What follows belongs to an exercise in optimizing a design on an open flow for small area; a production flow would make more cautious choices. At most, simulation tests tie the RTL to the original design; equivalence was not proved. Power is estimated from default activity; no workload was simulated.

==> flow/design.v (excerpt) <==
module Top_Memory_Game (
    input wire clk,
    input wire rst_n,
    input wire [7:0] btn_raw,
    output wire [7:0] led_out,
    output wire [7:0] seg_data,
    output wire [7:0] seg_sel,
    output reg pwm_servo,
    output wire lcd_rs,
    output wire lcd_rw,
    output wire lcd_en,
    output reg [7:0] lcd_data
);
    integer j;
    localparam [9:0] DB_HIT = 10'd440;
    wire [7:0] btn_in = ~btn_raw;
    reg  [7:0] db_prev, db_out;
    wire [7:0] db_hit;
    genvar g;
    generate
        for (g = 0; g < 8; g = g + 1) begin : db
            reg  [9:0] d;            
            wire       clr = btn_in[g] ^ db_prev[g];
            assign db_hit[g] = (d == DB_HIT);
            always @(posedge clk)
                d <= clr ? 10'd0 : {~d[8:0], ~(d[9] ^ d[6])};
        end
    endgenerate
    always @(posedge clk or negedge rst_n) begin
        if (!rst_n) begin
            db_prev <= 8'd0;
            db_out  <= 8'd0;
        end else begin
            db_prev <= btn_in;
            for (j = 0; j < 8; j = j + 1)
                if (db_hit[j]) db_out[j] <= db_prev[j];
        end
    end
    wire [7:0] btn_pos = db_hit & db_prev & ~db_out;
    wire       any_key = |btn_pos;
    reg  [2:0] key;
    always @(*) begin
        casez (btn_pos)
  ...
Size in the first run: about 210 flip-flops.
export LEC_CHECK = 0
export CAP_MARGIN = 20
export CORE_MARGIN = 2
export CORE_UTILIZATION = 60
export CTS_BUF_LIST = sky130_fd_sc_hd__clkbuf_8
export CTS_CLUSTER_DIAMETER = 60
export CTS_CLUSTER_SIZE = 16
export SLEW_MARGIN = 20
create_clock -name core_clock -period 25.0 [get_ports {clk}]
standard.sh (not shown) runs the stock make flow with config.mk's settings and CLKGATE_MAP_FILE= SYNTH_SCRIPT=/design/flow/synth_recipe.tcl, a recipe that flattens the netlist after the stock synthesis.
==> flow/flow/run.sh <==
#!/bin/bash
# Own layout flow: the standard ORFS flow (standard.sh) with three changes:
#  - Yosys's ABC technology mapping uses an area-oriented script
#    (flow/abc_area.script) in place of ORFS's delay-oriented one;
#  - adders are left to ABC (no ORFS half/full-adder cell mapping);
#  - the port buffers are buf_1 cells.
# Everything else (synthesis script, floorplan, power grid, CTS, routing) is
# ORFS's own. Each tool's output goes to its own log under orfs/logs/, and
# make's output to flow_make.log.
set -euo pipefail
W=$(pwd)
rm -rf "$W/orfs_scripts"
mkdir -p "$W/orfs_scripts"
cp -r "$FLOW_HOME/scripts/." "$W/orfs_scripts/"
cp "$W/flow/abc_area.script" "$W/orfs_scripts/abc_speed.script"
bash "$W/standard.sh" "SCRIPTS_DIR=$W/orfs_scripts" "ADDER_MAP_FILE=" \
    "BUFFER_PORTS_ARGS=-buffer_cell sky130_fd_sc_hd__buf_1" finish > "$W/flow_make.log" 2>&1
test -f "$W/out/final.def"
==> flow/flow/abc_area.script <==
strash
&get -n
&deepsyn -T 60
&put
dch
&get -n
&nf -a -R 200
&put
The starting point went through all stages and came out clean.
Rerun with:
--- a/flow/config.mk
+++ b/flow/config.mk
@@ -8,7 +8,7 @@
 export CAP_MARGIN = 20
 export CORE_MARGIN = 2
-export CORE_UTILIZATION = 60
+export CORE_UTILIZATION = 80
 export CTS_BUF_LIST = sky130_fd_sc_hd__clkbuf_8
-export CTS_CLUSTER_DIAMETER = 60
-export CTS_CLUSTER_SIZE = 16
+export CTS_CLUSTER_DIAMETER = 35
+export CTS_CLUSTER_SIZE = 20
 export SLEW_MARGIN = 20
Sequential share of layout area shrinks by 0.85 points.
Via count grows by about a fifth.
Combinational power grows by roughly a tenth.
Clock power grows by well over a third.
Area after synthesis is unchanged.
Global-route usage grows by 21 points.
Cell count shrinks by a few percent.
Cell area grows slightly.
Fmax shrinks by a few percent.
Sequential power grows slightly.
Rerun with:
--- a/flow/config.mk
+++ b/flow/config.mk
@@ -6,9 +6,9 @@
 export NUM_CORES = 4
 export LEC_CHECK = 0
-export CAP_MARGIN = 20
+export CAP_MARGIN = 0
 export CORE_MARGIN = 2
 export CORE_UTILIZATION = 80
 export CTS_BUF_LIST = sky130_fd_sc_hd__clkbuf_8
-export CTS_CLUSTER_DIAMETER = 35
-export CTS_CLUSTER_SIZE = 20
-export SLEW_MARGIN = 20
+export CTS_CLUSTER_DIAMETER = 60
+export CTS_CLUSTER_SIZE = 16
+export SLEW_MARGIN = 0
After rerunning: First-iteration DRC count is lower by 17%; clock power goes down by about 36%; count of clock-buffer cells in the layout is lower by 11.
Rerun with:
--- a/flow/config.mk
+++ b/flow/config.mk
@@ -6,9 +6,9 @@
 export NUM_CORES = 4
 export LEC_CHECK = 0
-export CAP_MARGIN = 0
+export CAP_MARGIN = 20
 export CORE_MARGIN = 2
-export CORE_UTILIZATION = 80
+export CORE_UTILIZATION = 75
 export CTS_BUF_LIST = sky130_fd_sc_hd__clkbuf_8
 export CTS_CLUSTER_DIAMETER = 60
-export CTS_CLUSTER_SIZE = 16
-export SLEW_MARGIN = 0
+export CTS_CLUSTER_SIZE = 14
+export SLEW_MARGIN = 20
=> Power is lower by 6.2%; register-to-register slack is better by 0.34 ns; utilization is lower by 7.0 points; routed wire length is lower by 13%; clock power is higher by about 3%; setup slack is worse by 0.29 ns.
Rerun with:
--- a/flow/config.mk
+++ b/flow/config.mk
@@ -10,5 +10,5 @@
 export CORE_UTILIZATION = 75
 export CTS_BUF_LIST = sky130_fd_sc_hd__clkbuf_8
-export CTS_CLUSTER_DIAMETER = 60
-export CTS_CLUSTER_SIZE = 14
+export CTS_CLUSTER_DIAMETER = 40
+export CTS_CLUSTER_SIZE = 24
 export SLEW_MARGIN = 20
What happened: The changed run finished with timing, DRC and antenna clean. Die area stays flat. Synthesized area hardly moves. Final cell count goes up by 0.67%. Setup slack gets better by 0.35 ns. Total power rose by 16%. Sequential power went up by about 4%. Clock power went up by 38%.

Setup of v6:
Top_Memory_Game, a different RTL version from the one above (not shown whole).
Size in the first run: about 1200 cells after synthesis.
Settings: LEC_CHECK=0, CAP_MARGIN=20, CORE_MARGIN=2, CORE_UTILIZATION=60, CTS_BUF_LIST=sky130_fd_sc_hd__clkbuf_2 sky130_fd_sc_hd__clkbuf_4, CTS_CLUSTER_SIZE=20, SLEW_MARGIN=20; clock period 25.0 ns.
run.sh (not shown) runs the stock make flow with config.mk's settings and CLKGATE_MAP_FILE= SYNTH_SCRIPT=/design/flow/synth_recipe.tcl, a recipe that flattens the netlist after the stock synthesis.
Stock flow here: none of the scripts above is used.
Looking at the reports, v6 completed the entire flow and the layout it produced met the timing, DRC and antenna checks.
For v7, these inputs were changed with respect to v6:
# v6
export LEC_CHECK = 0
export CAP_MARGIN = 20
export CORE_MARGIN = 2
export CORE_UTILIZATION = 60
export CTS_BUF_LIST = sky130_fd_sc_hd__clkbuf_2 sky130_fd_sc_hd__clkbuf_4
export CTS_CLUSTER_SIZE = 20
export SLEW_MARGIN = 20
create_clock -name core_clock -period 25.0 [get_ports {clk}]
# v7
export LEC_CHECK = 0
export CAP_MARGIN = 20
export CORE_MARGIN = 2
export CORE_UTILIZATION = 60
export CTS_BUF_LIST = sky130_fd_sc_hd__clkbuf_4 sky130_fd_sc_hd__clkbuf_8
export CTS_CLUSTER_SIZE = 12
export SLEW_MARGIN = 20
create_clock -name core_clock -period 25.0 [get_ports {clk}]
## What came out
Compared to v6, v7 has arrival time reported for the critical path endpoint 140 ps lower.
NOTE: via count of the first global-routing pass in v7 falls short of that of v6
Comparing v7 and v6, global-route usage is lower on v6.
No functional check of the RTL was part of any run of this note.

-- port drivers added, routing unchanged --
In the flow no input, the clock included, has a driving cell. The finished layouts below were timed again as built, in two steps. Step 1 sets driving cells, clkbuf_16 on the clock port and buf_2 on the other inputs (assumed; they add their load-dependent delay and slew). Step 2 times the ports against the registers' clock, not the clock port: input delays grow and output delays shrink by t, the midpoint of the rising clock arrivals with the driver on. Slacks: no drivers / after step 1 / after step 2; pairs: no drivers / after step 1.
| run | shift t [ns] | slack for setup (ns) | cell pins on the clock port's net |
|---|---|---|---|
| the first run of note 1 | 0.534 | 16.757 / 16.717 / 17.251 | 1 |
| the second run of note 1 | 0.611 | 16.444 / 16.404 / 17.014 | 1 |
| the third run of note 1 | 0.540 | 16.968 / 16.934 / 17.473 | 1 |
| the fourth run of note 1 | 0.551 | 16.678 / 16.640 / 17.191 | 1 |
| the fifth run of note 1 | 0.591 | 17.030 / 16.995 / 17.587 | 1 |
| v6 | 0.681 | 15.911 / 15.873 / 16.554 | 1 |
| v7 | 0.551 | 16.049 / 16.009 / 16.560 | 1 |
After both steps every run listed still meets setup and hold.
